Source: an optimization exercise on an open RTL-to-GDS flow (aim: small area and a short achievable clock period). Production flows keep margins and buffers that such runs may drop.
Function was checked by simulation only, so behaviour that the tests miss may differ from the original.

## design.v

```verilog
module a_s(s_in, c_in, y, s_out, c_out, qp2, qp1, qn1, qn2);
   input  [24:0] s_in;
   input  [24:0] c_in;
   input  [22:0] y;
   output [24:0] s_out;
   output [24:0] c_out;
   output        qp2, qp1, qn1, qn2;
   wire [26:0] a = {s_in, 2'b00};
   wire [26:0] b = {c_in, 2'b00};
   a_s_sel sel(.a(a), .b(b), .y(y), .q({qp2, qp1, qn1, qn2}));
   a_s_csa csa(.a(a), .b(b), .y(y), .q({qp2, qp1, qn1, qn2}),
               .s_out(s_out), .c_out(c_out));
endmodule
module a_s_sel(a, b, y, q);
   input  [26:0] a;
   input  [26:0] b;
   input  [22:0] y;
   output [3:0]  q;
   wire [6:0] est = a[26:20] + b[26:20];
   div_nr_wsticky qds(.yt(y[22:20]), .est(est), .q(q));
endmodule
module a_s_csa(a, b, y, q, s_out, c_out);
   input  [26:0] a;
   input  [26:0] b;
   input  [22:0] y;
   input  [3:0]  q;
   output [24:0] s_out;
   output [24:0] c_out;
   wire qp2 = q[3], qp1 = q[2], qn1 = q[1], qn2 = q[0];
   wire [26:0] d1 = {3'b000, 1'b1, y};
   wire [26:0] d2 = {2'b00, 1'b1, y, 1'b0};
   wire [26:0] m = ({27{qp1}} & ~d1) | ({27{qp2}} & ~d2) | ({27{qn1}} & d1) | ({27{qn2}} & d2);
   wire [26:0] bb = {b[26:1], qp1 | qp2};
   wire [26:0] sum = a ^ bb ^ m;
   wire [26:0] cy  = (a & bb) | (a & m) | (bb & m);
   assign s_out = sum[24:0];
   assign c_out = {cy[23:0], 1'b0};
endmodule
module div_nr_wsticky(yt, est, q);
   input  [2:0] yt;
   input  [6:0] est;
   output reg [3:0] q;
   always @(*) begin
      case ({yt, est})
         10'd0: q = 4'b0000;
         10'd1: q = 4'b0000;
         10'd2: q = 4'b0000;
         10'd3: q = 4'b0000;
         10'd4: q = 4'b0100;
         10'd5: q = 4'b0100;
         10'd6: q = 4'b0100;
         10'd7: q = 4'b0100;
         10'd8: q = 4'b0100;
         10'd9: q = 4'b0100;
         10'd10: q = 4'b0100;
         10'd11: q = 4'b0100;
         10'd12: q = 4'b1000;
         10'd13: q = 4'b1000;
         10'd14: q = 4'b1000;
         10'd15: q = 4'b1000;
         10'd16: q = 4'b1000;
         10'd17: q = 4'b1000;
         10'd18: q = 4'b1000;
         10'd19: q = 4'b1000;
         10'd20: q = 4'b1000;
         10'd21: q = 4'b1000;
         10'd22: q = 4'b1000;
         10'd23: q = 4'b1000;
         10'd24: q = 4'b1000;
         10'd25: q = 4'b1000;
         10'd26: q = 4'b1000;
         10'd27: q = 4'b1000;
         10'd28: q = 4'b1000;
         10'd29: q = 4'b1000;
         10'd30: q = 4'b1000;
         10'd31: q = 4'b1000;
         10'd32: q = 4'b1000;
         10'd33: q = 4'b1000;
         10'd34: q = 4'b1000;
         10'd35: q = 4'b1000;
         10'd36: q = 4'b1000;
         10'd37: q = 4'b1000;
         10'd38: q = 4'b1000;
         10'd39: q = 4'b1000;
         10'd40: q = 4'b1000;
         10'd41: q = 4'b1000;
         10'd42: q = 4'b1000;
         10'd43: q = 4'b1000;
         10'd44: q = 4'b1000;
         10'd45: q = 4'b1000;
         10'd46: q = 4'b1000;
         10'd47: q = 4'b1000;
         10'd48: q = 4'b1000;
         10'd49: q = 4'b1000;
         10'd50: q = 4'b1000;
         10'd51: q = 4'b1000;
         10'd52: q = 4'b1000;
         10'd53: q = 4'b1000;
         10'd54: q = 4'b1000;
         10'd55: q = 4'b1000;
         10'd56: q = 4'b1000;
         10'd57: q = 4'b1000;
         10'd58: q = 4'b1000;
         10'd59: q = 4'b1000;
         10'd60: q = 4'b1000;
         10'd61: q = 4'b1000;
         10'd62: q = 4'b1000;
         10'd63: q = 4'b1000;
         10'd64: q = 4'b0001;
         10'd65: q = 4'b0001;
         10'd66: q = 4'b0001;
         10'd67: q = 4'b0001;
         10'd68: q = 4'b0001;
         10'd69: q = 4'b0001;
         10'd70: q = 4'b0001;
         10'd71: q = 4'b0001;
         10'd72: q = 4'b0001;
         10'd73: q = 4'b0001;
         10'd74: q = 4'b0001;
         10'd75: q = 4'b0001;
         10'd76: q = 4'b0001;
         10'd77: q = 4'b0001;
         10'd78: q = 4'b0001;
         10'd79: q = 4'b0001;
         10'd80: q = 4'b0001;
         10'd81: q = 4'b0001;
         10'd82: q = 4'b0001;
         10'd83: q = 4'b0001;
         10'd84: q = 4'b0001;
         10'd85: q = 4'b0001;
         10'd86: q = 4'b0001;
         10'd87: q = 4'b0001;
         10'd88: q = 4'b0001;
         10'd89: q = 4'b0001;
         10'd90: q = 4'b0001;
         10'd91: q = 4'b0001;
         10'd92: q = 4'b0001;
         10'd93: q = 4'b0001;
         10'd94: q = 4'b0001;
         10'd95: q = 4'b0001;
         10'd96: q = 4'b0001;
         10'd97: q = 4'b0001;
         10'd98: q = 4'b0001;
         10'd99: q = 4'b0001;
         10'd100: q = 4'b0001;
         10'd101: q = 4'b0001;
         10'd102: q = 4'b0001;
         10'd103: q = 4'b0001;
         10'd104: q = 4'b0001;
         10'd105: q = 4'b0001;
         10'd106: q = 4'b0001;
         10'd107: q = 4'b0001;
         10'd108: q = 4'b0001;
         10'd109: q = 4'b0001;
         10'd110: q = 4'b0001;
         10'd111: q = 4'b0001;
         10'd112: q = 4'b0001;
         10'd113: q = 4'b0001;
         10'd114: q = 4'b0001;
         10'd115: q = 4'b0010;
         10'd116: q = 4'b0010;
         10'd117: q = 4'b0010;
         10'd118: q = 4'b0010;
         10'd119: q = 4'b0010;
         10'd120: q = 4'b0010;
         10'd121: q = 4'b0010;
         10'd122: q = 4'b0010;
         10'd123: q = 4'b0010;
         10'd124: q = 4'b0000;
         10'd125: q = 4'b0000;
         10'd126: q = 4'b0000;
         10'd127: q = 4'b0000;
         10'd128: q = 4'b0000;
         10'd129: q = 4'b0000;
         10'd130: q = 4'b0000;
         10'd131: q = 4'b0000;
         10'd132: q = 4'b0100;
         10'd133: q = 4'b0100;
         10'd134: q = 4'b0100;
         10'd135: q = 4'b0100;
         10'd136: q = 4'b0100;
         10'd137: q = 4'b0100;
         10'd138: q = 4'b0100;
         10'd139: q = 4'b0100;
         10'd140: q = 4'b0100;
         10'd141: q = 4'b0100;
         10'd142: q = 4'b1000;
         10'd143: q = 4'b1000;
         10'd144: q = 4'b1000;
         10'd145: q = 4'b1000;
         10'd146: q = 4'b1000;
         10'd147: q = 4'b1000;
         10'd148: q = 4'b1000;
         10'd149: q = 4'b1000;
         10'd150: q = 4'b1000;
         10'd151: q = 4'b1000;
         10'd152: q = 4'b1000;
         10'd153: q = 4'b1000;
         10'd154: q = 4'b1000;
         10'd155: q = 4'b1000;
         10'd156: q = 4'b1000;
         10'd157: q = 4'b1000;
         10'd158: q = 4'b1000;
         10'd159: q = 4'b1000;
         10'd160: q = 4'b1000;
         10'd161: q = 4'b1000;
         10'd162: q = 4'b1000;
         10'd163: q = 4'b1000;
         10'd164: q = 4'b1000;
         10'd165: q = 4'b1000;
         10'd166: q = 4'b1000;
         10'd167: q = 4'b1000;
         10'd168: q = 4'b1000;
         10'd169: q = 4'b1000;
         10'd170: q = 4'b1000;
         10'd171: q = 4'b1000;
         10'd172: q = 4'b1000;
         10'd173: q = 4'b1000;
         10'd174: q = 4'b1000;
         10'd175: q = 4'b1000;
         10'd176: q = 4'b1000;
         10'd177: q = 4'b1000;
         10'd178: q = 4'b1000;
         10'd179: q = 4'b1000;
         10'd180: q = 4'b1000;
         10'd181: q = 4'b1000;
         10'd182: q = 4'b1000;
         10'd183: q = 4'b1000;
         10'd184: q = 4'b1000;
         10'd185: q = 4'b1000;
         10'd186: q = 4'b1000;
         10'd187: q = 4'b1000;
         10'd188: q = 4'b1000;
         10'd189: q = 4'b1000;
         10'd190: q = 4'b1000;
         10'd191: q = 4'b1000;
         10'd192: q = 4'b0001;
         10'd193: q = 4'b0001;
         10'd194: q = 4'b0001;
         10'd195: q = 4'b0001;
         10'd196: q = 4'b0001;
         10'd197: q = 4'b0001;
         10'd198: q = 4'b0001;
         10'd199: q = 4'b0001;
         10'd200: q = 4'b0001;
         10'd201: q = 4'b0001;
         10'd202: q = 4'b0001;
         10'd203: q = 4'b0001;
         10'd204: q = 4'b0001;
         10'd205: q = 4'b0001;
         10'd206: q = 4'b0001;
         10'd207: q = 4'b0001;
         10'd208: q = 4'b0001;
         10'd209: q = 4'b0001;
         10'd210: q = 4'b0001;
         10'd211: q = 4'b0001;
         10'd212: q = 4'b0001;
         10'd213: q = 4'b0001;
         10'd214: q = 4'b0001;
         10'd215: q = 4'b0001;
         10'd216: q = 4'b0001;
         10'd217: q = 4'b0001;
         10'd218: q = 4'b0001;
         10'd219: q = 4'b0001;
         10'd220: q = 4'b0001;
         10'd221: q = 4'b0001;
         10'd222: q = 4'b0001;
         10'd223: q = 4'b0001;
         10'd224: q = 4'b0001;
         10'd225: q = 4'b0001;
         10'd226: q = 4'b0001;
         10'd227: q = 4'b0001;
         10'd228: q = 4'b0001;
         10'd229: q = 4'b0001;
         10'd230: q = 4'b0001;
         10'd231: q = 4'b0001;
         10'd232: q = 4'b0001;
         10'd233: q = 4'b0001;
         10'd234: q = 4'b0001;
         10'd235: q = 4'b0001;
         10'd236: q = 4'b0001;
         10'd237: q = 4'b0001;
         10'd238: q = 4'b0001;
         10'd239: q = 4'b0001;
         10'd240: q = 4'b0001;
         10'd241: q = 4'b0010;
         10'd242: q = 4'b0010;
         10'd243: q = 4'b0010;
         10'd244: q = 4'b0010;
         10'd245: q = 4'b0010;
         10'd246: q = 4'b0010;
         10'd247: q = 4'b0010;
         10'd248: q = 4'b0010;
         10'd249: q = 4'b0010;
         10'd250: q = 4'b0000;
         10'd251: q = 4'b0000;
         10'd252: q = 4'b0000;
         10'd253: q = 4'b0000;
         10'd254: q = 4'b0000;
         10'd255: q = 4'b0000;
         10'd256: q = 4'b0000;
         10'd257: q = 4'b0000;
         10'd258: q = 4'b0000;
         10'd259: q = 4'b0000;
         10'd260: q = 4'b0100;
         10'd261: q = 4'b0100;
         10'd262: q = 4'b0100;
         10'd263: q = 4'b0100;
         10'd264: q = 4'b0100;
         10'd265: q = 4'b0100;
         10'd266: q = 4'b0100;
         10'd267: q = 4'b0100;
         10'd268: q = 4'b0100;
         10'd269: q = 4'b0100;
         10'd270: q = 4'b0100;
         10'd271: q = 4'b1000;
         10'd272: q = 4'b1000;
         10'd273: q = 4'b1000;
         10'd274: q = 4'b1000;
         10'd275: q = 4'b1000;
         10'd276: q = 4'b1000;
         10'd277: q = 4'b1000;
         10'd278: q = 4'b1000;
         10'd279: q = 4'b1000;
         10'd280: q = 4'b1000;
         10'd281: q = 4'b1000;
         10'd282: q = 4'b1000;
         10'd283: q = 4'b1000;
         10'd284: q = 4'b1000;
         10'd285: q = 4'b1000;
         10'd286: q = 4'b1000;
         10'd287: q = 4'b1000;
         10'd288: q = 4'b1000;
         10'd289: q = 4'b1000;
         10'd290: q = 4'b1000;
         10'd291: q = 4'b1000;
         10'd292: q = 4'b1000;
         10'd293: q = 4'b1000;
         10'd294: q = 4'b1000;
         10'd295: q = 4'b1000;
         10'd296: q = 4'b1000;
         10'd297: q = 4'b1000;
         10'd298: q = 4'b1000;
         10'd299: q = 4'b1000;
         10'd300: q = 4'b1000;
         10'd301: q = 4'b1000;
         10'd302: q = 4'b1000;
         10'd303: q = 4'b1000;
         10'd304: q = 4'b1000;
         10'd305: q = 4'b1000;
         10'd306: q = 4'b1000;
         10'd307: q = 4'b1000;
         10'd308: q = 4'b1000;
         10'd309: q = 4'b1000;
         10'd310: q = 4'b1000;
         10'd311: q = 4'b1000;
         10'd312: q = 4'b1000;
         10'd313: q = 4'b1000;
         10'd314: q = 4'b1000;
         10'd315: q = 4'b1000;
         10'd316: q = 4'b1000;
         10'd317: q = 4'b1000;
         10'd318: q = 4'b1000;
         10'd319: q = 4'b1000;
         10'd320: q = 4'b0001;
         10'd321: q = 4'b0001;
         10'd322: q = 4'b0001;
         10'd323: q = 4'b0001;
         10'd324: q = 4'b0001;
         10'd325: q = 4'b0001;
         10'd326: q = 4'b0001;
         10'd327: q = 4'b0001;
         10'd328: q = 4'b0001;
         10'd329: q = 4'b0001;
         10'd330: q = 4'b0001;
         10'd331: q = 4'b0001;
         10'd332: q = 4'b0001;
         10'd333: q = 4'b0001;
         10'd334: q = 4'b0001;
         10'd335: q = 4'b0001;
         10'd336: q = 4'b0001;
         10'd337: q = 4'b0001;
         10'd338: q = 4'b0001;
         10'd339: q = 4'b0001;
         10'd340: q = 4'b0001;
         10'd341: q = 4'b0001;
         10'd342: q = 4'b0001;
         10'd343: q = 4'b0001;
         10'd344: q = 4'b0001;
         10'd345: q = 4'b0001;
         10'd346: q = 4'b0001;
         10'd347: q = 4'b0001;
         10'd348: q = 4'b0001;
         10'd349: q = 4'b0001;
         10'd350: q = 4'b0001;
         10'd351: q = 4'b0001;
         10'd352: q = 4'b0001;
         10'd353: q = 4'b0001;
         10'd354: q = 4'b0001;
         10'd355: q = 4'b0001;
         10'd356: q = 4'b0001;
         10'd357: q = 4'b0001;
         10'd358: q = 4'b0001;
         10'd359: q = 4'b0001;
         10'd360: q = 4'b0001;
         10'd361: q = 4'b0001;
         10'd362: q = 4'b0001;
         10'd363: q = 4'b0001;
         10'd364: q = 4'b0001;
         10'd365: q = 4'b0001;
         10'd366: q = 4'b0001;
         10'd367: q = 4'b0001;
         10'd368: q = 4'b0010;
         10'd369: q = 4'b0010;
         10'd370: q = 4'b0010;
         10'd371: q = 4'b0010;
         10'd372: q = 4'b0010;
         10'd373: q = 4'b0010;
         10'd374: q = 4'b0010;
         10'd375: q = 4'b0010;
         10'd376: q = 4'b0010;
         10'd377: q = 4'b0010;
         10'd378: q = 4'b0000;
         10'd379: q = 4'b0000;
         10'd380: q = 4'b0000;
         10'd381: q = 4'b0000;
         10'd382: q = 4'b0000;
         10'd383: q = 4'b0000;
         10'd384: q = 4'b0000;
         10'd385: q = 4'b0000;
         10'd386: q = 4'b0000;
         10'd387: q = 4'b0000;
         10'd388: q = 4'b0100;
         10'd389: q = 4'b0100;
         10'd390: q = 4'b0100;
         10'd391: q = 4'b0100;
         10'd392: q = 4'b0100;
         10'd393: q = 4'b0100;
         10'd394: q = 4'b0100;
         10'd395: q = 4'b0100;
         10'd396: q = 4'b0100;
         10'd397: q = 4'b0100;
         10'd398: q = 4'b0100;
         10'd399: q = 4'b0100;
         10'd400: q = 4'b1000;
         10'd401: q = 4'b1000;
         10'd402: q = 4'b1000;
         10'd403: q = 4'b1000;
         10'd404: q = 4'b1000;
         10'd405: q = 4'b1000;
         10'd406: q = 4'b1000;
         10'd407: q = 4'b1000;
         10'd408: q = 4'b1000;
         10'd409: q = 4'b1000;
         10'd410: q = 4'b1000;
         10'd411: q = 4'b1000;
         10'd412: q = 4'b1000;
         10'd413: q = 4'b1000;
         10'd414: q = 4'b1000;
         10'd415: q = 4'b1000;
         10'd416: q = 4'b1000;
         10'd417: q = 4'b1000;
         10'd418: q = 4'b1000;
         10'd419: q = 4'b1000;
         10'd420: q = 4'b1000;
         10'd421: q = 4'b1000;
         10'd422: q = 4'b1000;
         10'd423: q = 4'b1000;
         10'd424: q = 4'b1000;
         10'd425: q = 4'b1000;
         10'd426: q = 4'b1000;
         10'd427: q = 4'b1000;
         10'd428: q = 4'b1000;
         10'd429: q = 4'b1000;
         10'd430: q = 4'b1000;
         10'd431: q = 4'b1000;
         10'd432: q = 4'b1000;
         10'd433: q = 4'b1000;
         10'd434: q = 4'b1000;
         10'd435: q = 4'b1000;
         10'd436: q = 4'b1000;
         10'd437: q = 4'b1000;
         10'd438: q = 4'b1000;
         10'd439: q = 4'b1000;
         10'd440: q = 4'b1000;
         10'd441: q = 4'b1000;
         10'd442: q = 4'b1000;
         10'd443: q = 4'b1000;
         10'd444: q = 4'b1000;
         10'd445: q = 4'b1000;
         10'd446: q = 4'b1000;
         10'd447: q = 4'b1000;
         10'd448: q = 4'b0001;
         10'd449: q = 4'b0001;
         10'd450: q = 4'b0001;
         10'd451: q = 4'b0001;
         10'd452: q = 4'b0001;
         10'd453: q = 4'b0001;
         10'd454: q = 4'b0001;
         10'd455: q = 4'b0001;
         10'd456: q = 4'b0001;
         10'd457: q = 4'b0001;
         10'd458: q = 4'b0001;
         10'd459: q = 4'b0001;
         10'd460: q = 4'b0001;
         10'd461: q = 4'b0001;
         10'd462: q = 4'b0001;
         10'd463: q = 4'b0001;
         10'd464: q = 4'b0001;
         10'd465: q = 4'b0001;
         10'd466: q = 4'b0001;
         10'd467: q = 4'b0001;
         10'd468: q = 4'b0001;
         10'd469: q = 4'b0001;
         10'd470: q = 4'b0001;
         10'd471: q = 4'b0001;
         10'd472: q = 4'b0001;
         10'd473: q = 4'b0001;
         10'd474: q = 4'b0001;
         10'd475: q = 4'b0001;
         10'd476: q = 4'b0001;
         10'd477: q = 4'b0001;
         10'd478: q = 4'b0001;
         10'd479: q = 4'b0001;
         10'd480: q = 4'b0001;
         10'd481: q = 4'b0001;
         10'd482: q = 4'b0001;
         10'd483: q = 4'b0001;
         10'd484: q = 4'b0001;
         10'd485: q = 4'b0001;
         10'd486: q = 4'b0001;
         10'd487: q = 4'b0001;
         10'd488: q = 4'b0001;
         10'd489: q = 4'b0001;
         10'd490: q = 4'b0001;
         10'd491: q = 4'b0001;
         10'd492: q = 4'b0001;
         10'd493: q = 4'b0001;
         10'd494: q = 4'b0010;
         10'd495: q = 4'b0010;
         10'd496: q = 4'b0010;
         10'd497: q = 4'b0010;
         10'd498: q = 4'b0010;
         10'd499: q = 4'b0010;
         10'd500: q = 4'b0010;
         10'd501: q = 4'b0010;
         10'd502: q = 4'b0010;
         10'd503: q = 4'b0010;
         10'd504: q = 4'b0010;
         10'd505: q = 4'b0010;
         10'd506: q = 4'b0000;
         10'd507: q = 4'b0000;
         10'd508: q = 4'b0000;
         10'd509: q = 4'b0000;
         10'd510: q = 4'b0000;
         10'd511: q = 4'b0000;
         10'd512: q = 4'b0000;
         10'd513: q = 4'b0000;
         10'd514: q = 4'b0000;
         10'd515: q = 4'b0000;
         10'd516: q = 4'b0000;
         10'd517: q = 4'b0000;
         10'd518: q = 4'b0100;
         10'd519: q = 4'b0100;
         10'd520: q = 4'b0100;
         10'd521: q = 4'b0100;
         10'd522: q = 4'b0100;
         10'd523: q = 4'b0100;
         10'd524: q = 4'b0100;
         10'd525: q = 4'b0100;
         10'd526: q = 4'b0100;
         10'd527: q = 4'b0100;
         10'd528: q = 4'b0100;
         10'd529: q = 4'b0100;
         10'd530: q = 4'b1000;
         10'd531: q = 4'b1000;
         10'd532: q = 4'b1000;
         10'd533: q = 4'b1000;
         10'd534: q = 4'b1000;
         10'd535: q = 4'b1000;
         10'd536: q = 4'b1000;
         10'd537: q = 4'b1000;
         10'd538: q = 4'b1000;
         10'd539: q = 4'b1000;
         10'd540: q = 4'b1000;
         10'd541: q = 4'b1000;
         10'd542: q = 4'b1000;
         10'd543: q = 4'b1000;
         10'd544: q = 4'b1000;
         10'd545: q = 4'b1000;
         10'd546: q = 4'b1000;
         10'd547: q = 4'b1000;
         10'd548: q = 4'b1000;
         10'd549: q = 4'b1000;
         10'd550: q = 4'b1000;
         10'd551: q = 4'b1000;
         10'd552: q = 4'b1000;
         10'd553: q = 4'b1000;
         10'd554: q = 4'b1000;
         10'd555: q = 4'b1000;
         10'd556: q = 4'b1000;
         10'd557: q = 4'b1000;
         10'd558: q = 4'b1000;
         10'd559: q = 4'b1000;
         10'd560: q = 4'b1000;
         10'd561: q = 4'b1000;
         10'd562: q = 4'b1000;
         10'd563: q = 4'b1000;
         10'd564: q = 4'b1000;
         10'd565: q = 4'b1000;
         10'd566: q = 4'b1000;
         10'd567: q = 4'b1000;
         10'd568: q = 4'b1000;
         10'd569: q = 4'b1000;
         10'd570: q = 4'b1000;
         10'd571: q = 4'b1000;
         10'd572: q = 4'b1000;
         10'd573: q = 4'b1000;
         10'd574: q = 4'b1000;
         10'd575: q = 4'b1000;
         10'd576: q = 4'b0001;
         10'd577: q = 4'b0001;
         10'd578: q = 4'b0001;
         10'd579: q = 4'b0001;
         10'd580: q = 4'b0001;
         10'd581: q = 4'b0001;
         10'd582: q = 4'b0001;
         10'd583: q = 4'b0001;
         10'd584: q = 4'b0001;
         10'd585: q = 4'b0001;
         10'd586: q = 4'b0001;
         10'd587: q = 4'b0001;
         10'd588: q = 4'b0001;
         10'd589: q = 4'b0001;
         10'd590: q = 4'b0001;
         10'd591: q = 4'b0001;
         10'd592: q = 4'b0001;
         10'd593: q = 4'b0001;
         10'd594: q = 4'b0001;
         10'd595: q = 4'b0001;
         10'd596: q = 4'b0001;
         10'd597: q = 4'b0001;
         10'd598: q = 4'b0001;
         10'd599: q = 4'b0001;
         10'd600: q = 4'b0001;
         10'd601: q = 4'b0001;
         10'd602: q = 4'b0001;
         10'd603: q = 4'b0001;
         10'd604: q = 4'b0001;
         10'd605: q = 4'b0001;
         10'd606: q = 4'b0001;
         10'd607: q = 4'b0001;
         10'd608: q = 4'b0001;
         10'd609: q = 4'b0001;
         10'd610: q = 4'b0001;
         10'd611: q = 4'b0001;
         10'd612: q = 4'b0001;
         10'd613: q = 4'b0001;
         10'd614: q = 4'b0001;
         10'd615: q = 4'b0001;
         10'd616: q = 4'b0001;
         10'd617: q = 4'b0001;
         10'd618: q = 4'b0001;
         10'd619: q = 4'b0001;
         10'd620: q = 4'b0010;
         10'd621: q = 4'b0010;
         10'd622: q = 4'b0010;
         10'd623: q = 4'b0010;
         10'd624: q = 4'b0010;
         10'd625: q = 4'b0010;
         10'd626: q = 4'b0010;
         10'd627: q = 4'b0010;
         10'd628: q = 4'b0010;
         10'd629: q = 4'b0010;
         10'd630: q = 4'b0010;
         10'd631: q = 4'b0010;
         10'd632: q = 4'b0000;
         10'd633: q = 4'b0000;
         10'd634: q = 4'b0000;
         10'd635: q = 4'b0000;
         10'd636: q = 4'b0000;
         10'd637: q = 4'b0000;
         10'd638: q = 4'b0000;
         10'd639: q = 4'b0000;
         10'd640: q = 4'b0000;
         10'd641: q = 4'b0000;
         10'd642: q = 4'b0000;
         10'd643: q = 4'b0000;
         10'd644: q = 4'b0000;
         10'd645: q = 4'b0000;
         10'd646: q = 4'b0100;
         10'd647: q = 4'b0100;
         10'd648: q = 4'b0100;
         10'd649: q = 4'b0100;
         10'd650: q = 4'b0100;
         10'd651: q = 4'b0100;
         10'd652: q = 4'b0100;
         10'd653: q = 4'b0100;
         10'd654: q = 4'b0100;
         10'd655: q = 4'b0100;
         10'd656: q = 4'b0100;
         10'd657: q = 4'b0100;
         10'd658: q = 4'b0100;
         10'd659: q = 4'b0100;
         10'd660: q = 4'b1000;
         10'd661: q = 4'b1000;
         10'd662: q = 4'b1000;
         10'd663: q = 4'b1000;
         10'd664: q = 4'b1000;
         10'd665: q = 4'b1000;
         10'd666: q = 4'b1000;
         10'd667: q = 4'b1000;
         10'd668: q = 4'b1000;
         10'd669: q = 4'b1000;
         10'd670: q = 4'b1000;
         10'd671: q = 4'b1000;
         10'd672: q = 4'b1000;
         10'd673: q = 4'b1000;
         10'd674: q = 4'b1000;
         10'd675: q = 4'b1000;
         10'd676: q = 4'b1000;
         10'd677: q = 4'b1000;
         10'd678: q = 4'b1000;
         10'd679: q = 4'b1000;
         10'd680: q = 4'b1000;
         10'd681: q = 4'b1000;
         10'd682: q = 4'b1000;
         10'd683: q = 4'b1000;
         10'd684: q = 4'b1000;
         10'd685: q = 4'b1000;
         10'd686: q = 4'b1000;
         10'd687: q = 4'b1000;
         10'd688: q = 4'b1000;
         10'd689: q = 4'b1000;
         10'd690: q = 4'b1000;
         10'd691: q = 4'b1000;
         10'd692: q = 4'b1000;
         10'd693: q = 4'b1000;
         10'd694: q = 4'b1000;
         10'd695: q = 4'b1000;
         10'd696: q = 4'b1000;
         10'd697: q = 4'b1000;
         10'd698: q = 4'b1000;
         10'd699: q = 4'b1000;
         10'd700: q = 4'b1000;
         10'd701: q = 4'b1000;
         10'd702: q = 4'b1000;
         10'd703: q = 4'b1000;
         10'd704: q = 4'b0001;
         10'd705: q = 4'b0001;
         10'd706: q = 4'b0001;
         10'd707: q = 4'b0001;
         10'd708: q = 4'b0001;
         10'd709: q = 4'b0001;
         10'd710: q = 4'b0001;
         10'd711: q = 4'b0001;
         10'd712: q = 4'b0001;
         10'd713: q = 4'b0001;
         10'd714: q = 4'b0001;
         10'd715: q = 4'b0001;
         10'd716: q = 4'b0001;
         10'd717: q = 4'b0001;
         10'd718: q = 4'b0001;
         10'd719: q = 4'b0001;
         10'd720: q = 4'b0001;
         10'd721: q = 4'b0001;
         10'd722: q = 4'b0001;
         10'd723: q = 4'b0001;
         10'd724: q = 4'b0001;
         10'd725: q = 4'b0001;
         10'd726: q = 4'b0001;
         10'd727: q = 4'b0001;
         10'd728: q = 4'b0001;
         10'd729: q = 4'b0001;
         10'd730: q = 4'b0001;
         10'd731: q = 4'b0001;
         10'd732: q = 4'b0001;
         10'd733: q = 4'b0001;
         10'd734: q = 4'b0001;
         10'd735: q = 4'b0001;
         10'd736: q = 4'b0001;
         10'd737: q = 4'b0001;
         10'd738: q = 4'b0001;
         10'd739: q = 4'b0001;
         10'd740: q = 4'b0001;
         10'd741: q = 4'b0001;
         10'd742: q = 4'b0001;
         10'd743: q = 4'b0001;
         10'd744: q = 4'b0001;
         10'd745: q = 4'b0001;
         10'd746: q = 4'b0001;
         10'd747: q = 4'b0001;
         10'd748: q = 4'b0010;
         10'd749: q = 4'b0010;
         10'd750: q = 4'b0010;
         10'd751: q = 4'b0010;
         10'd752: q = 4'b0010;
         10'd753: q = 4'b0010;
         10'd754: q = 4'b0010;
         10'd755: q = 4'b0010;
         10'd756: q = 4'b0010;
         10'd757: q = 4'b0010;
         10'd758: q = 4'b0010;
         10'd759: q = 4'b0010;
         10'd760: q = 4'b0000;
         10'd761: q = 4'b0000;
         10'd762: q = 4'b0000;
         10'd763: q = 4'b0000;
         10'd764: q = 4'b0000;
         10'd765: q = 4'b0000;
         10'd766: q = 4'b0000;
         10'd767: q = 4'b0000;
         10'd768: q = 4'b0000;
         10'd769: q = 4'b0000;
         10'd770: q = 4'b0000;
         10'd771: q = 4'b0000;
         10'd772: q = 4'b0000;
         10'd773: q = 4'b0000;
         10'd774: q = 4'b0000;
         10'd775: q = 4'b0000;
         10'd776: q = 4'b0100;
         10'd777: q = 4'b0100;
         10'd778: q = 4'b0100;
         10'd779: q = 4'b0100;
         10'd780: q = 4'b0100;
         10'd781: q = 4'b0100;
         10'd782: q = 4'b0100;
         10'd783: q = 4'b0100;
         10'd784: q = 4'b0100;
         10'd785: q = 4'b0100;
         10'd786: q = 4'b0100;
         10'd787: q = 4'b0100;
         10'd788: q = 4'b1000;
         10'd789: q = 4'b1000;
         10'd790: q = 4'b1000;
         10'd791: q = 4'b1000;
         10'd792: q = 4'b1000;
         10'd793: q = 4'b1000;
         10'd794: q = 4'b1000;
         10'd795: q = 4'b1000;
         10'd796: q = 4'b1000;
         10'd797: q = 4'b1000;
         10'd798: q = 4'b1000;
         10'd799: q = 4'b1000;
         10'd800: q = 4'b1000;
         10'd801: q = 4'b1000;
         10'd802: q = 4'b1000;
         10'd803: q = 4'b1000;
         10'd804: q = 4'b1000;
         10'd805: q = 4'b1000;
         10'd806: q = 4'b1000;
         10'd807: q = 4'b1000;
         10'd808: q = 4'b1000;
         10'd809: q = 4'b1000;
         10'd810: q = 4'b1000;
         10'd811: q = 4'b1000;
         10'd812: q = 4'b1000;
         10'd813: q = 4'b1000;
         10'd814: q = 4'b1000;
         10'd815: q = 4'b1000;
         10'd816: q = 4'b1000;
         10'd817: q = 4'b1000;
         10'd818: q = 4'b1000;
         10'd819: q = 4'b1000;
         10'd820: q = 4'b1000;
         10'd821: q = 4'b1000;
         10'd822: q = 4'b1000;
         10'd823: q = 4'b1000;
         10'd824: q = 4'b1000;
         10'd825: q = 4'b1000;
         10'd826: q = 4'b1000;
         10'd827: q = 4'b1000;
         10'd828: q = 4'b1000;
         10'd829: q = 4'b1000;
         10'd830: q = 4'b1000;
         10'd831: q = 4'b1000;
         10'd832: q = 4'b0001;
         10'd833: q = 4'b0001;
         10'd834: q = 4'b0001;
         10'd835: q = 4'b0001;
         10'd836: q = 4'b0001;
         10'd837: q = 4'b0001;
         10'd838: q = 4'b0001;
         10'd839: q = 4'b0001;
         10'd840: q = 4'b0001;
         10'd841: q = 4'b0001;
         10'd842: q = 4'b0001;
         10'd843: q = 4'b0001;
         10'd844: q = 4'b0001;
         10'd845: q = 4'b0001;
         10'd846: q = 4'b0001;
         10'd847: q = 4'b0001;
         10'd848: q = 4'b0001;
         10'd849: q = 4'b0001;
         10'd850: q = 4'b0001;
         10'd851: q = 4'b0001;
         10'd852: q = 4'b0001;
         10'd853: q = 4'b0001;
         10'd854: q = 4'b0001;
         10'd855: q = 4'b0001;
         10'd856: q = 4'b0001;
         10'd857: q = 4'b0001;
         10'd858: q = 4'b0001;
         10'd859: q = 4'b0001;
         10'd860: q = 4'b0001;
         10'd861: q = 4'b0001;
         10'd862: q = 4'b0001;
         10'd863: q = 4'b0001;
         10'd864: q = 4'b0001;
         10'd865: q = 4'b0001;
         10'd866: q = 4'b0001;
         10'd867: q = 4'b0001;
         10'd868: q = 4'b0001;
         10'd869: q = 4'b0001;
         10'd870: q = 4'b0001;
         10'd871: q = 4'b0001;
         10'd872: q = 4'b0001;
         10'd873: q = 4'b0001;
         10'd874: q = 4'b0010;
         10'd875: q = 4'b0010;
         10'd876: q = 4'b0010;
         10'd877: q = 4'b0010;
         10'd878: q = 4'b0010;
         10'd879: q = 4'b0010;
         10'd880: q = 4'b0010;
         10'd881: q = 4'b0010;
         10'd882: q = 4'b0010;
         10'd883: q = 4'b0010;
         10'd884: q = 4'b0010;
         10'd885: q = 4'b0010;
         10'd886: q = 4'b0010;
         10'd887: q = 4'b0010;
         10'd888: q = 4'b0000;
         10'd889: q = 4'b0000;
         10'd890: q = 4'b0000;
         10'd891: q = 4'b0000;
         10'd892: q = 4'b0000;
         10'd893: q = 4'b0000;
         10'd894: q = 4'b0000;
         10'd895: q = 4'b0000;
         10'd896: q = 4'b0000;
         10'd897: q = 4'b0000;
         10'd898: q = 4'b0000;
         10'd899: q = 4'b0000;
         10'd900: q = 4'b0000;
         10'd901: q = 4'b0000;
         10'd902: q = 4'b0000;
         10'd903: q = 4'b0000;
         10'd904: q = 4'b0100;
         10'd905: q = 4'b0100;
         10'd906: q = 4'b0100;
         10'd907: q = 4'b0100;
         10'd908: q = 4'b0100;
         10'd909: q = 4'b0100;
         10'd910: q = 4'b0100;
         10'd911: q = 4'b0100;
         10'd912: q = 4'b0100;
         10'd913: q = 4'b0100;
         10'd914: q = 4'b0100;
         10'd915: q = 4'b0100;
         10'd916: q = 4'b0100;
         10'd917: q = 4'b0100;
         10'd918: q = 4'b0100;
         10'd919: q = 4'b0100;
         10'd920: q = 4'b1000;
         10'd921: q = 4'b1000;
         10'd922: q = 4'b1000;
         10'd923: q = 4'b1000;
         10'd924: q = 4'b1000;
         10'd925: q = 4'b1000;
         10'd926: q = 4'b1000;
         10'd927: q = 4'b1000;
         10'd928: q = 4'b1000;
         10'd929: q = 4'b1000;
         10'd930: q = 4'b1000;
         10'd931: q = 4'b1000;
         10'd932: q = 4'b1000;
         10'd933: q = 4'b1000;
         10'd934: q = 4'b1000;
         10'd935: q = 4'b1000;
         10'd936: q = 4'b1000;
         10'd937: q = 4'b1000;
         10'd938: q = 4'b1000;
         10'd939: q = 4'b1000;
         10'd940: q = 4'b1000;
         10'd941: q = 4'b1000;
         10'd942: q = 4'b1000;
         10'd943: q = 4'b1000;
         10'd944: q = 4'b1000;
         10'd945: q = 4'b1000;
         10'd946: q = 4'b1000;
         10'd947: q = 4'b1000;
         10'd948: q = 4'b1000;
         10'd949: q = 4'b1000;
         10'd950: q = 4'b1000;
         10'd951: q = 4'b1000;
         10'd952: q = 4'b1000;
         10'd953: q = 4'b1000;
         10'd954: q = 4'b1000;
         10'd955: q = 4'b1000;
         10'd956: q = 4'b1000;
         10'd957: q = 4'b1000;
         10'd958: q = 4'b1000;
         10'd959: q = 4'b1000;
         10'd960: q = 4'b0001;
         10'd961: q = 4'b0001;
         10'd962: q = 4'b0001;
         10'd963: q = 4'b0001;
         10'd964: q = 4'b0001;
         10'd965: q = 4'b0001;
         10'd966: q = 4'b0001;
         10'd967: q = 4'b0001;
         10'd968: q = 4'b0001;
         10'd969: q = 4'b0001;
         10'd970: q = 4'b0001;
         10'd971: q = 4'b0001;
         10'd972: q = 4'b0001;
         10'd973: q = 4'b0001;
         10'd974: q = 4'b0001;
         10'd975: q = 4'b0001;
         10'd976: q = 4'b0001;
         10'd977: q = 4'b0001;
         10'd978: q = 4'b0001;
         10'd979: q = 4'b0001;
         10'd980: q = 4'b0001;
         10'd981: q = 4'b0001;
         10'd982: q = 4'b0001;
         10'd983: q = 4'b0001;
         10'd984: q = 4'b0001;
         10'd985: q = 4'b0001;
         10'd986: q = 4'b0001;
         10'd987: q = 4'b0001;
         10'd988: q = 4'b0001;
         10'd989: q = 4'b0001;
         10'd990: q = 4'b0001;
         10'd991: q = 4'b0001;
         10'd992: q = 4'b0001;
         10'd993: q = 4'b0001;
         10'd994: q = 4'b0001;
         10'd995: q = 4'b0001;
         10'd996: q = 4'b0001;
         10'd997: q = 4'b0001;
         10'd998: q = 4'b0001;
         10'd999: q = 4'b0001;
         10'd1000: q = 4'b0010;
         10'd1001: q = 4'b0010;
         10'd1002: q = 4'b0010;
         10'd1003: q = 4'b0010;
         10'd1004: q = 4'b0010;
         10'd1005: q = 4'b0010;
         10'd1006: q = 4'b0010;
         10'd1007: q = 4'b0010;
         10'd1008: q = 4'b0010;
         10'd1009: q = 4'b0010;
         10'd1010: q = 4'b0010;
         10'd1011: q = 4'b0010;
         10'd1012: q = 4'b0010;
         10'd1013: q = 4'b0010;
         10'd1014: q = 4'b0010;
         10'd1015: q = 4'b0010;
         10'd1016: q = 4'b0000;
         10'd1017: q = 4'b0000;
         10'd1018: q = 4'b0000;
         10'd1019: q = 4'b0000;
         10'd1020: q = 4'b0000;
         10'd1021: q = 4'b0000;
         10'd1022: q = 4'b0000;
         10'd1023: q = 4'b0000;
         default: q = 4'b0000;
      endcase
   end
endmodule
module FP_div(FP_A, FP_B, clk, ce, FP_Z);
   parameter K = 2;
   input  [31:0] FP_A;
   input  [31:0] FP_B;
   input         clk;
   input         ce;
   output [31:0] FP_Z;
   reg    [31:0] FP_Z;
   wire [24:0]  s1, c1;
   wire [K-1:0] p2_1, p1_1, n1_1, n2_1;
   wire [1:0]   cls1;
   wire         sign1;
   wire [7:0]   exp1;
   wire [3:0]   qk1;
   fp_div_s1 #(K) st1(.FP_A(FP_A), .FP_B(FP_B), .s(s1), .c(c1), .qk(qk1),
                      .p2(p2_1), .p1(p1_1), .n1(n1_1), .n2(n2_1),
                      .cls(cls1), .sign(sign1), .expo(exp1));
   reg [24:0]  s_r, c_r;
   reg [22:0]  y_r;
   reg [K-1:0] p2_r, p1_r, n1_r, n2_r;
   reg [1:0]   cls_r;
   reg         sign_r;
   reg [7:0]   exp_r;
   reg [3:0]   qk_r;
   always @(posedge clk) begin
      if (ce) begin
         qk_r <= qk1;
         s_r <= s1;
         c_r <= c1;
         y_r <= FP_B[22:0];
         p2_r <= p2_1;
         p1_r <= p1_1;
         n1_r <= n1_1;
         n2_r <= n2_1;
         cls_r <= cls1;
         sign_r <= sign1;
         exp_r <= exp1;
      end
   end
   wire [31:0] z;
   fp_div_s2 #(K) st2(.s(s_r), .c(c_r), .qk(qk_r), .y(y_r), .p2(p2_r), .p1(p1_r), .n1(n1_r), .n2(n2_r),
                      .cls(cls_r), .sign(sign_r), .expo(exp_r), .z(z));
   always @(posedge clk)
      if (ce)
         FP_Z <= z;
endmodule
module fp_div_s1(FP_A, FP_B, s, c, qk, p2, p1, n1, n2, cls, sign, expo);
   parameter K = 2;
   input  [31:0]  FP_A;
   input  [31:0]  FP_B;
   output [24:0]  s, c;
   output [3:0]   qk;
   output [K-1:0] p2, p1, n1, n2;
   output [1:0]   cls;
   output         sign;
   output [7:0]   expo;
   wire [7:0] ea = FP_A[30:23];
   wire [7:0] eb = FP_B[30:23];
   wire fa_z = (FP_A[22:0] == 23'd0);
   wire fb_z = (FP_B[22:0] == 23'd0);
   wire nan1  = (&ea & ~fa_z) | (&eb & ~fb_z);
   wire inf1  = (&ea) | (&eb) | (eb == 8'd0);
   wire zero1 = (ea == 8'd0) & fa_z;
   wire hi = (FP_A[22:0] >= FP_B[22:0]);
   wire [8:0] en = {1'b0, ea} - {1'b0, eb} + 9'd126 + {8'd0, hi};
   wire ovf = (en[8:7] == 2'b10) | (en == 9'd255);
   wire unf = (en[8:7] == 2'b11) | (en[7:0] == 8'd0);
   assign cls = nan1 ? 2'd3 : (inf1 | ovf) ? 2'd2 : (zero1 | unf) ? 2'd1 : 2'd0;
   assign sign = FP_A[31] ^ FP_B[31];
   assign expo = en[7:0];
   wire [24:0] sr [1:K];
   wire [24:0] cr [1:K];
   wire [26:0] x4 = hi ? {3'b000, 1'b1, FP_A[22:0]} : {2'b00, 1'b1, FP_A[22:0], 1'b0};
   wire [3:0]  q0;
   a_s_sel sel0(.a(x4), .b(27'd0), .y(FP_B[22:0]), .q(q0));
   a_s_csa csa0(.a(x4), .b(27'd0), .y(FP_B[22:0]), .q(q0), .s_out(sr[1]), .c_out(cr[1]));
   assign {p2[K-1], p1[K-1], n1[K-1], n2[K-1]} = q0;
   genvar i;
   generate
      for (i = 1; i < K; i = i + 1) begin : row
         a_s r(.s_in(sr[i]), .c_in(cr[i]), .y(FP_B[22:0]),
               .s_out(sr[i+1]), .c_out(cr[i+1]),
               .qp2(p2[K-1-i]), .qp1(p1[K-1-i]), .qn1(n1[K-1-i]), .qn2(n2[K-1-i]));
      end
   endgenerate
   assign s = sr[K];
   assign c = cr[K];
   a_s_sel selk(.a({sr[K], 2'b00}), .b({cr[K], 2'b00}), .y(FP_B[22:0]), .q(qk));
endmodule
module fp_div_s2(s, c, qk, y, p2, p1, n1, n2, cls, sign, expo, z);
   parameter K = 2;
   input  [24:0]  s, c;
   input  [3:0]   qk;
   input  [22:0]  y;
   input  [K-1:0] p2, p1, n1, n2;
   input  [1:0]   cls;
   input          sign;
   input  [7:0]   expo;
   output [31:0]  z;
   wire [24:0] sr [0:13-K];
   wire [24:0] cr [0:13-K];
   wire [12-K:0] p2_2, p1_2, n1_2, n2_2;
   assign sr[0] = s;
   assign cr[0] = c;
   genvar i;
   assign {p2_2[12-K], p1_2[12-K], n1_2[12-K], n2_2[12-K]} = qk;
   a_s_csa r0(.a({sr[0], 2'b00}), .b({cr[0], 2'b00}), .y(y), .q(qk), .s_out(sr[1]), .c_out(cr[1]));
   generate
      for (i = 1; i < 13 - K; i = i + 1) begin : row
         a_s r(.s_in(sr[i]), .c_in(cr[i]), .y(y),
               .s_out(sr[i+1]), .c_out(cr[i+1]),
               .qp2(p2_2[12-K-i]), .qp1(p1_2[12-K-i]), .qn1(n1_2[12-K-i]), .qn2(n2_2[12-K-i]));
      end
   endgenerate
   wire [12:0] a2 = {p2, p2_2}, a1 = {p1, p1_2}, b1 = {n1, n1_2}, b2 = {n2, n2_2};
   wire [25:0] qp, qn;
   generate
      for (i = 0; i < 13; i = i + 1) begin : dig
         assign qp[2*i+1:2*i] = {a2[i], a1[i]};
         assign qn[2*i+1:2*i] = {b2[i], b1[i]};
      end
   endgenerate
   wire [24:0] w = sr[13-K] + cr[13-K];
   wire [25:0] q0 = qp - qn;
   wire [25:0] q1 = qp - qn + 26'd1;
   wire [22:0] man = w[24] ? q0[23:1] : q1[23:1];
   reg [30:0] zz;
   always @(*) begin
      case (cls)
         2'd3: zz = {8'hff, 23'h400000};
         2'd2: zz = {8'hff, 23'd0};
         2'd1: zz = 31'd0;
         default: zz = {expo, man};
      endcase
   end
   assign z = {sign, zz};
endmodule
```

## config.mk

```make
export PLATFORM = sky130hd
export DESIGN_NAME = FP_div
export DESIGN_NICKNAME = FP_div
export VERILOG_FILES = /design/flow/design.v
export SDC_FILE = /design/flow/constraint.sdc
export NUM_CORES = 4
export LEC_CHECK = 0
export ABC_AREA = 1
export CAP_MARGIN = 60
export CORE_MARGIN = 2
export CORE_UTILIZATION = 45
export PLACE_DENSITY = 0.6
export SLEW_MARGIN = 60
```

## constraint.sdc

```tcl
create_clock -name core_clock -period 80.0 [get_ports {clk}]
set_input_delay 16.0000 -clock core_clock [delete_from_list [all_inputs] [get_ports {clk}]]
set_output_delay 16.0000 -clock core_clock [all_outputs]
set_load 0.01 [all_outputs]
```

## standard.sh

```bash
#!/bin/bash
# synth_recipe.tcl (not shown) runs the flow's synth.tcl, then flattens the netlist and writes it again
# the make line also repeats each setting of config.mk as NAME=value (left out here)
make -C /OpenROAD-flow-scripts/flow DESIGN_CONFIG=/design/flow/config.mk WORK_HOME=/design/flow/orfs CLKGATE_MAP_FILE= SYNTH_SCRIPT=/design/flow/synth_recipe.tcl "${@:-finish}"
```

## flow/run.sh

```bash
#!/bin/bash
# The standard layout, except that synthesis does not extract full and half
# adders into the library's adder cells (ADDER_MAP_FILE empty): the adder
# cells are slow, and they cut the logic into pieces that ABC maps one by one,
# so ABC can not see the real critical paths.  Everything else, including the
# synthesis script, is the standard flow's own.  make's output goes to standard.log; the
# ORFS tools keep their own logs under orfs/logs.
set -euo pipefail
bash standard.sh ADDER_MAP_FILE= finish > standard.log 2>&1
```

==> results of run 1 <==
[routing by layer]
layer / GRT usage (%) / share of wire, % / vias to the layer above
met5: 0 / 0 / -
met2: 47.74 / 47 / 1113
met1: 36.75 / 46 / 17710
li1: - / - / 20130
met3: 1.781 / 4.9 / 146
met4: 8.010 / 2.5 / 0
[stage by stage]
| stage | hold slack, ps | util [%] |
|---|---|---|
| floorplan | 400.3 | - |
| global placement | 405.3 | 46.28 |
| detailed placement | 413.6 | 46.49 |
| CTS | 427.0 | 47.33 |
| global route | 432.7 | 47.37 |
| finish | 426.1 | 47.37 |
[synth_stat cells (7+ instances only)]
master	n	area [sq um]
inv_1	708	2658
nor2_2	79	494.2
nand3_1	410	2052
inv_2	70	262.8
buf_6	29	326.6
clkinv_1	23	86.33
nand2_2	465	2909
o21ai_1	53	265.3
a221oi_1	87	762.0
nand2_4	125	1408
o21bai_1	15	112.6
nand3_2	127	1271
edfxtp_1	118	3543
clkinv_2	7	35.03
nor2_1	668	2507
a21oi_1	220	1101
inv_4	15	93.84
buf_2	9	45.04
o22ai_1	130	813.3
a21boi_1	9	67.56
xnor2_1	66	578.1
a21oi_2	22	192.7
o211ai_1	19	142.6
or3_1	9	56.30
xor2_1	150	1314
o21ai_0	257	1286
nor2_4	23	259.0
o21ai_2	24	210.2
nor4_1	16	100.1
nand2_1	1726	6479
nand3b_1	16	120.1
a211oi_1	18	135.1
or2_2	59	369.1
nand4_1	144	900.9
clkbuf_1	77	289.0
and2_1	8	50.05
nor3_1	59	295.3
clkbuf_8	87	1197
[placed cells by master (no fill, tap or decap), types with 12 or more instances in the layout]
cell type        synthesis  layout
nand2_4                125     128
xnor2_1                 66      65
o21ai_0                257     254
nand2_1               1726    1723
buf_4                    6      48
o21bai_1                15      15
o21ai_2                 24      24
a21oi_2                 22      22
o22ai_1                130     130
nor4_1                  16      16
a221oi_1                87      87
clkinv_1                23      17
clkinv_2                 7      12
xor2_1                 150     150
nor2_1                 668     665
nand2_2                465     465
or2_2                   59      59
nand4_1                144     144
inv_4                   15      15
inv_1                  708     699
nand3b_1                16      16
nand3_1                410     410
clkbuf_16                0      17
o211ai_1                19      19
a21oi_1                220     220
o21ai_1                 53      56
edfxtp_1               118     118
a211oi_1                18      18
inv_2                   70      80
nor2_2                  79      79
nor3_1                  59      59
clkdlybuf4s50_1          0      95
nand3_2                127     127
nor2_4                  23      26
[state kept, by name, indices dropped and copies added (netlist names)]
name	cells
n2_r	1
cls_r	2
c_r	21
exp_r	8
s_r	23
qk_r	4
p2_r	1
FP_Z	32
p1_r	1
n1_r	1
y_r	23
sign_r	1
[critical path: cells and delay by family]
family / cells / cell delay, ps
xor gates and xnor gates: 3 / 990
AOI/OAI and AO/OA: 12 / 2310
and+or+nand+nor: 30 / 3310
buffers and inverters: 14 / 2660
[final timing paths]
path | cells past startpoint | end | slack (ps)
worst min register to register | 0 | FP_Z[31] | 430
worst max register to register | 187 | FP_Z[22] | 54960
worst min-delay path | 0 | FP_Z[31] | 430
worst max-delay path | 59 | qk_r[2] | 54880
[cell type report]
type	count	area share, %
Multi-Input combinational cell	5079	72.66
Sequential cell	118	9.484
Inverter	828	8.547
Timing Repair Buffer	157	4.009
Tap cell	1050	3.516
Clock buffer	17	1.139
Clock inverter	15	0.6430
Antenna cell	1	0.006698
[kinds of logic after synthesis]
family	count (synthesis)
and+or+nand+nor	3951
buffers and inverters	1051
AOI/OAI and AO/OA	904
xor gates and xnor gates	222
DFF	118
adders and majority gates	2
==> flow_metrics.env, run 1 <==
export IMPL_outcome="complete, no violations"
export IMPL_cts_buffers=17
export IMPL_yosysSeqAreaShare_pct=9.884
export IMPL_final_antenna_net_count=0
export IMPL_worstMarginPinSlew_ps=592.6
export IMPL_synth_edf_count=118
export IMPL_fillerInstances=8573
export IMPL_synth_xor_area_share_pct=5.549
export IMPL_synth_cells=6248
export IMPL_hpwl_um=92720
export IMPL_r2r_start="y_r[17]"
export IMPL_skew_ps=13.93
export IMPL_ff_latch_area_sq_um=3543
export IMPL_totalWireLength_um=115800
export IMPL_antenna_found_initial=1
export IMPL_hold_start="sign_r"
export IMPL_drt_iter0_drc=3066
export IMPL_grtUsageTotal_pct=27.57
export IMPL_min_period_ps=25120
export IMPL_hold_violations=0
export IMPL_critPathRequiredTime_ps=80170
export IMPL_avgViaCountPerCell=5.382
export IMPL_arrival_ps=25290
export IMPL_die_area_sq_um=81940
export IMPL_fmax_mhz=39.81
export IMPL_clk_latency_ps=430
export IMPL_cp_start_kind="primary input"
export IMPL_synthFlopType="edfxtp_1"
export IMPL_slowest_delay_ps=490
export IMPL_htree_levels=4
export IMPL_final_cell_area_sq_um=37360
export IMPL_setup_worst_path_end_class="flip-flop"
export IMPL_synthAdderAreaFrac_pct=0.05584
export IMPL_multi_input_area_sq_um=27140
export IMPL_syn_num_nets=6314
export IMPL_cts_sinks=118
export IMPL_drive_gt1_share_pct=18.83
export IMPL_synth_compound_area_share_pct=15.54
export IMPL_ioPinCount=98
export IMPL_hold_path_class="flip-flop to flip-flop"
export IMPL_grt_max_degree=64
export IMPL_cts_buffer_depth=2
export IMPL_placed_cells=7231
export IMPL_syn_area_sq_um=35850
export IMPL_ctsResizeCount=0
export IMPL_synthMuxAreaShare_pct=0
export IMPL_yosys_area_share_simple_pct=54.42
export IMPL_maxCapViolations=0
export IMPL_slowest_stage="clkinv_1"
export IMPL_period_share_pct=31.40
export IMPL_postSynthAreaPerCell_sq_um=5.738
export IMPL_grt_pass1_vias=35370
export IMPL_slew_violations=0
export IMPL_async_flop_share_pct=0
export IMPL_worst_path_most_repeated_cell="nand2_1"
export IMPL_wl_per_cell_um=15.94
export IMPL_grt_pass1_wl_um=186400
export IMPL_setup_viol=0
export IMPL_fin_nets=6267
export IMPL_pre_cts_ws_ps=54580
export IMPL_synth_top_family_by_area="simple AND/OR/NAND/NOR gates"
export IMPL_worst_path_max_fanout=42
export IMPL_post_cts_buffers=0
export IMPL_firstDrtPassIters=6
export IMPL_area_delta_synth_final_pct=4.212
export IMPL_fp_dieW_um=286.3
export IMPL_path_class="primary input to flip-flop"
export IMPL_fin_ws_ps=54880
export IMPL_ys_seq_elements=118
export IMPL_row_count=103
export IMPL_stdcell_count=7265
export IMPL_grt_overflow=0
export IMPL_grt_setup_unrepaired="false"
export IMPL_ctsHoldBuffers=0
export IMPL_die_height_um=286.3
export IMPL_port_buffers=97
export IMPL_slew_headroom_pct=60.45
export IMPL_cts_tree="built"
export IMPL_setup_tns_final_ps=0
export IMPL_start_util_pct=45.45
export IMPL_routed_via_count=39100
export IMPL_clkTransAtPathRegs_ps=60
export IMPL_cts_root_buf="clkbuf_16"
export IMPL_core_sq_um=78870
export IMPL_post_dp_cell_area_sq_um=36660
export IMPL_finalWeightedCongestion=0.9132
export IMPL_drcViolationCount=0
export IMPL_yosysUniqueCellTypes=77
export IMPL_yosys_warnings=4
export IMPL_critPathLaunch="FP_B[20]"
==> inputs of run 2 (changes only) <==
--- a/config.mk
+++ b/config.mk
@@ -10,4 +10,4 @@
 export CORE_MARGIN = 2
-export CORE_UTILIZATION = 45
-export PLACE_DENSITY = 0.6
+export CORE_UTILIZATION = 55
+export PLACE_DENSITY = 0.7
 export SLEW_MARGIN = 60
==> run 2 against run 1 <==
Critical path type unchanged. Routed wire length fell by 4.8%. Register-to-register slack improved by 160 ps. Global-route usage rose by 4.3 points.
==> flow_metrics.env, run 2 <==
export IMPL_drcViolationCount=0
export IMPL_grt_pass1_vias=35010
export IMPL_final_cell_area_sq_um=36980
export IMPL_core_sq_um=64460
export IMPL_whs_path_depth=0
export IMPL_wl_met1_um=49030
export IMPL_ioPinCount=98
export IMPL_drive_gt1_share_pct=18.79
export IMPL_yosysMostFrequentCell="nand2_1"
export IMPL_wl_per_cell_um=15.60
export IMPL_synthFlopType="edfxtp_1"
export IMPL_final_antenna_net_count=0
export IMPL_synth_compound_area_share_pct=15.54
export IMPL_grt_max_degree=77
export IMPL_hold_path_class="flip-flop to flip-flop"
export IMPL_grt_setup_unrepaired="false"
export IMPL_yosys_area_share_simple_pct=54.42
export IMPL_hold_violations=0
export IMPL_setup_worst_path_end_class="flip-flop"
export IMPL_htree_levels=4
export IMPL_maxUsedRoutingLayer="met4"
export IMPL_largest_register="FP_Z"
export IMPL_clkTransAtPathRegs_ps=70
export IMPL_worstMarginPinSlew_ps=577.3
export IMPL_die_area_sq_um=67240
export IMPL_cts_buffer_depth=2
export IMPL_ctsResizeCount=0
export IMPL_cts_tree="built"
export IMPL_outcome="complete, no violations"
export IMPL_finalWeightedCongestion=0.9235
export IMPL_rrSetupSlack_ps=55120
export IMPL_r2r_start="y_r[19]"
export IMPL_synthMuxAreaShare_pct=0
export IMPL_synth_top_family_by_area="simple AND/OR/NAND/NOR gates"
export IMPL_final_cell_mix="nand2_1, inv_1, nor2_1"
export IMPL_post_cts_buffers=0
export IMPL_ys_seq_elements=118
export IMPL_arrival_ps=25430
export IMPL_reg_top3="FP_Z x32, s_r x23, y_r x23"
export IMPL_syn_num_nets=6314
export IMPL_synth_edf_count=118
export IMPL_worst_path_most_repeated_cell="nand2_1"
export IMPL_rr_endpoint="FP_Z[22]"
export IMPL_slew_headroom_pct=61.51
export IMPL_cts_root_buf="clkbuf_16"
export IMPL_slowest_delay_ps=470
export IMPL_slowest_stage="o21ai_0"
export IMPL_avgViaCountPerCell=5.595
export IMPL_area_delta_synth_final_pct=3.152
export IMPL_min_period_ps=25250
export IMPL_firstDrtPassIters=6
export IMPL_postSynthAreaPerCell_sq_um=5.738
export IMPL_maxCapViolations=0
export IMPL_holdPathEnd="FP_Z[31]"
export IMPL_fin_nets=6263
export IMPL_synth_xor_area_share_pct=5.549
export IMPL_antenna_found_initial=0
export IMPL_hold_start="sign_r"
export IMPL_yosys_area_top_type="nand2_1"
export IMPL_yosys_top_cells_area="nand2_1, edfxtp_1, nand2_2, inv_1, nor2_1"
export IMPL_yosysSeqAreaShare_pct=9.884
export IMPL_synth_common_cells="nand2_1, inv_1, nor2_1, nand2_2, nand3_1"
export IMPL_synth_top_cell_area_share_pct=18.07
export IMPL_cts_sinks=118
export IMPL_final_common_cell="nand2_1"
export IMPL_fmax_mhz=39.61
export IMPL_critPathRequiredTime_ps=80180
export IMPL_drt_iter0_drc=3520
export IMPL_routed_via_count=39530
export IMPL_slew_violations=0
export IMPL_hpwl_um=87640
export IMPL_synth_cells=6248
export IMPL_yosys_warnings=4
export IMPL_met3WireLength_um=7090
export IMPL_largest_reg_flops=32
export IMPL_grtUsageTotal_pct=31.87
export IMPL_fp_dieW_um=259.3
export IMPL_period_share_pct=31.56
export IMPL_start_util_pct=55.61
export IMPL_cp_start_kind="primary input"
export IMPL_row_count=93
export IMPL_cts_buffers=17
export IMPL_worst_path_max_fanout=47
export IMPL_grt_pass1_wl_um=178400
export IMPL_ctsHoldBuffers=0
export IMPL_synthAdderAreaFrac_pct=0.05584
export IMPL_yosysUniqueCellTypes=77
export IMPL_num_antenna_cells=0
export IMPL_port_buffers=97
export IMPL_setup_tns_final_ps=0
export IMPL_die_height_um=259.3
export IMPL_post_dp_cell_area_sq_um=36340
export IMPL_grt_overflow=0
export IMPL_setup_viol=0
export IMPL_path_class="primary input to flip-flop"
export IMPL_clk_latency_ps=420
export IMPL_async_flop_share_pct=0
export IMPL_reg2reg_depth=185
export IMPL_met2_wirelength_um=50680
export IMPL_skew_ps=12.10
export IMPL_totalWireLength_um=110200
export IMPL_syn_area_sq_um=35850
-- run 2: worst max-delay path: cells and delay by family --
family	cells	cell delay (ps)
AO/OA/AOI/OAI	13	3050
XOR/XNOR	2	530
buffers and inverters	14	2440
AND/OR/NAND/NOR	29	3360
-- run 2: layer usage --
metal	global-route usage, %	up-vias
met5	0	-
met4	10.20	0
met3	2.070	203
met2	54.19	1386
met1	42.94	17800
li1	-	20140
-- run 2: cells by family after synthesis --
| kind of cell | count (synthesis) |
|---|---|
| simple gates | 3951 |
| xor+xnor | 222 |
| compound gates | 904 |
| fa+ha+maj | 2 |
| flops | 118 |
| buf+inv | 1051 |
-- run 2: final cells by class --
cell class                      count  area, sq um
Fill cell                        6659        27480
Multi-Input combinational cell   5079        27130
Sequential cell                   118         3543
Inverter                          828         3192
Timing Repair Buffer              153         1449
Tap cell                          855         1070
Clock buffer                       17        425.4
Clock inverter                     15        168.9
-- run 2: per-stage QoR --
step	hold slack (ps)	utilization [%]	setup WS, ps	std cells
after floorplan	400.3	-	56960	6248
after global placement	404.8	56.20	53730	7026
after detailed placement	424.2	56.38	54400	7032
after CTS	443.7	57.30	54840	7064
after global routing	444.8	57.37	52750	7065
final	436.7	57.37	54750	7065
-- run 2: worst max path at each step --
stage,from,end,depth (start not counted)
2_1_floorplan,FP_B[20],qk_r[2],54
3_5_place_dp,FP_B[20],qk_r[2],58
6_report,FP_B[20],qk_r[2],58
4_1_cts,FP_B[20],qk_r[2],58
5_1_grt,y_r[19],FP_Z[22],182
3_3_place_gp,FP_B[20],qk_r[2],60
==> inputs of run 3 (changes only) <==
--- a/design.v
+++ b/design.v
@@ -1073,3 +1073,3 @@
 module FP_div(FP_A, FP_B, clk, ce, FP_Z);
-   parameter K = 2;
+   localparam K = 2;
    input  [31:0] FP_A;
--- a/config.mk
+++ b/config.mk
@@ -11,2 +11,3 @@
 export CORE_UTILIZATION = 55
+export GPL_ROUTABILITY_DRIVEN = 0
 export PLACE_DENSITY = 0.7
==> run 3 against run 2 <==
Critical path depth up 2. Setup slack lost 400 ps. Hold slack worse by 11 ps. Synthesized cell count is the same. Clock skew is 4.2 ps lower. Largest cell class unchanged. Routed wire length decreased by 0.34%. Maximum frequency fell by 1.6%. Sequential cell count unchanged.
==> flow_metrics.env, run 3 <==
export IMPL_outcome="complete, no violations"
export IMPL_slowest_stage="xnor2_1"
export IMPL_fin_ws_ps=54360
export IMPL_ys_seq_elements=118
export IMPL_setup_worst_path_end_class="flip-flop"
export IMPL_syn_num_nets=6314
export IMPL_post_cts_buffers=0
export IMPL_grtUsageMet1_pct=42.05
export IMPL_clk_latency_ps=420
export IMPL_clkTransAtPathRegs_ps=60
export IMPL_drcViolationCount=0
export IMPL_area_delta_synth_final_pct=3.197
export IMPL_critPathRequiredTime_ps=80170
export IMPL_hold_start="sign_r"
export IMPL_htree_levels=4
export IMPL_wl_per_cell_um=15.54
export IMPL_use_met2_pct=54.34
export IMPL_grt_setup_unrepaired="false"
export IMPL_setup_viol=0
export IMPL_ioPinCount=98
export IMPL_critPathLaunch="FP_B[20]"
export IMPL_yosysMostFrequentCell="nand2_1"
export IMPL_final_cell_area_sq_um=37000
export IMPL_yosysUniqueCellTypes=77
export IMPL_post_dp_cell_area_sq_um=36330
export IMPL_grt_pass1_vias=35270
export IMPL_hpwl_um=87080
export IMPL_final_common_cell="nand2_1"
export IMPL_maxCapViolations=0
export IMPL_r2r_start="y_r[18]"
export IMPL_largest_reg_flops=32
export IMPL_path_class="primary input to flip-flop"
export IMPL_totalWireLength_um=109900
export IMPL_fmax_mhz=39.00
export IMPL_final_cell_mix="nand2_1, inv_1, nor2_1"
export IMPL_fp_dieW_um=259.3
export IMPL_setup_tns_final_ps=0
export IMPL_slowest_delay_ps=510
export IMPL_async_flop_share_pct=0
export IMPL_cts_root_buf="clkbuf_16"
export IMPL_row_count=93
export IMPL_placed_cells=7033
export IMPL_arrival_ps=25810
export IMPL_postSynthAreaPerCell_sq_um=5.738
export IMPL_drt_iter0_drc=3521
export IMPL_cp_start_kind="primary input"
export IMPL_synth_cells=6248
export IMPL_slew_headroom_pct=58.23
export IMPL_die_height_um=259.3
export IMPL_hold_path_class="flip-flop to flip-flop"
export IMPL_fin_nets=6267
export IMPL_hold_violations=0
export IMPL_yosys_area_top_type="nand2_1"
export IMPL_cts_sinks=118
export IMPL_antenna_found_initial=0
export IMPL_final_antenna_net_count=0
export IMPL_worstMarginPinSlew_ps=622.2
export IMPL_yosys_top_cells_area="nand2_1, edfxtp_1, nand2_2, inv_1, nor2_1"
export IMPL_syn_area_sq_um=35850
export IMPL_start_util_pct=55.61
export IMPL_avgViaCountPerCell=5.589
export IMPL_slew_violations=0
export IMPL_cts_buffers=17
export IMPL_yosys_warnings=4
export IMPL_worst_path_max_fanout=48
export IMPL_reg_top3="FP_Z x32, s_r x23, y_r x23"
export IMPL_synth_edf_count=118
export IMPL_skew_ps=7.853
export IMPL_grt_max_degree=80
export IMPL_drive_gt1_share_pct=18.76
export IMPL_grt_pass1_wl_um=178300
export IMPL_port_buffers=97
export IMPL_firstDrtPassIters=8
export IMPL_stdcell_count=7069
export IMPL_die_area_sq_um=67240
export IMPL_min_period_ps=25640
export IMPL_synth_top_cell_area_share_pct=18.07
export IMPL_period_share_pct=32.05
export IMPL_largest_register="FP_Z"
export IMPL_yosysSeqAreaShare_pct=9.884
export IMPL_synthFlopType="edfxtp_1"
export IMPL_cts_tree="built"
export IMPL_grt_overflow=0
export IMPL_use_met3_pct=2.568
export IMPL_ctsHoldBuffers=0
export IMPL_cts_buffer_depth=2
export IMPL_holdWs_ps=425.5
export IMPL_busiest_layer="met2"
export IMPL_grtUsageTotal_pct=31.77
export IMPL_synth_common_cells="nand2_1, inv_1, nor2_1, nand2_2, nand3_1"
export IMPL_ctsResizeCount=0
export IMPL_final_util_pct=57.39
export IMPL_num_antenna_cells=0
export IMPL_core_sq_um=64460
export IMPL_worst_path_most_repeated_cell="nand2_1"
export IMPL_pre_cts_ws_ps=54280
export IMPL_routed_via_count=39510
[run 3: cell counts after synthesis]
No cell type changed its count.
[run 3: cell families (layout without fill, tap and decap cells)]
logic type / count (synthesis) / in the layout / share of synthesized area [%]
buffers and inverters: 1051 / 1017 / 14.55
DFF: 118 / 118 / 9.884
adders and majority gates: 2 / 2 / 0.05584
and+or+nand+nor: 3951 / 3951 / 54.42
xor gates and xnor gates: 222 / 222 / 5.549
AOI/OAI and AO/OA: 904 / 904 / 15.54
[run 3: worst max-delay path: cells and delay by family]
| family | cells | cell delay, ps |
|---|---|---|
| AO/OA/AOI/OAI | 13 | 2610 |
| XOR/XNOR | 2 | 800 |
| buffers and inverters | 15 | 2890 |
| AND/OR/NAND/NOR | 30 | 3540 |
[run 3: final timing paths]
| path | endpoint | slack, ps | cells after the start |
|---|---|---|---|
| worst max-delay path | qk_r[2] | 54360 | 60 |
| worst min-delay path | FP_Z[31] | 430 | 0 |
| worst max register to register | FP_Z[22] | 55300 | 188 |
| worst min register to register | FP_Z[31] | 430 | 0 |
[run 3: routing by layer]
layer  vias up  part of all wire [%]
li1      20160                     -
met1     17580                    44
met2      1530                    46
met3       237                   7.0
met4         0                   3.3
met5         -                     0
[run 3: area by class of cell]
type,instances,area (sq um)
clock inverter,15,167.7
clock buffer,17,425.4
inverter,828,3189
timing repair buffer,157,1479
tap,855,1070
sequential,118,3543
fill,6602,27470
multi-input combinational,5079,27120

==> separate check: timing with driven ports <==
No port has a modelled driver above. Below, the same layouts with a new extraction and two added sets of constraints. Step 1, drivers: a clkbuf_16 drives clk and a buf_2 each remaining input, both assumed. Step 2 also shifts input and output timing later by t, the mid clock arrival at the registers, as if the neighbouring blocks saw the same clock. Three values: ideal, step 1, step 2; two values: the first two.
| run | shift t [ns] | setup slack, ns | clock arrival spread, ns |
|---|---|---|---|
| run 1 | 0.472 | 54.879 / 54.907 / 54.435 | 0.014 / 0.014 |
| run 2 | 0.463 | 54.754 / 54.776 / 54.313 | 0.018 / 0.018 |
| run 3 | 0.466 | 54.356 / 54.382 / 53.916 | 0.010 / 0.010 |
After both steps setup and hold are still met in every run listed. The setup slack of run 1, which loses most, moves by +0.028 ns with the drivers and by -0.444 ns with both steps.
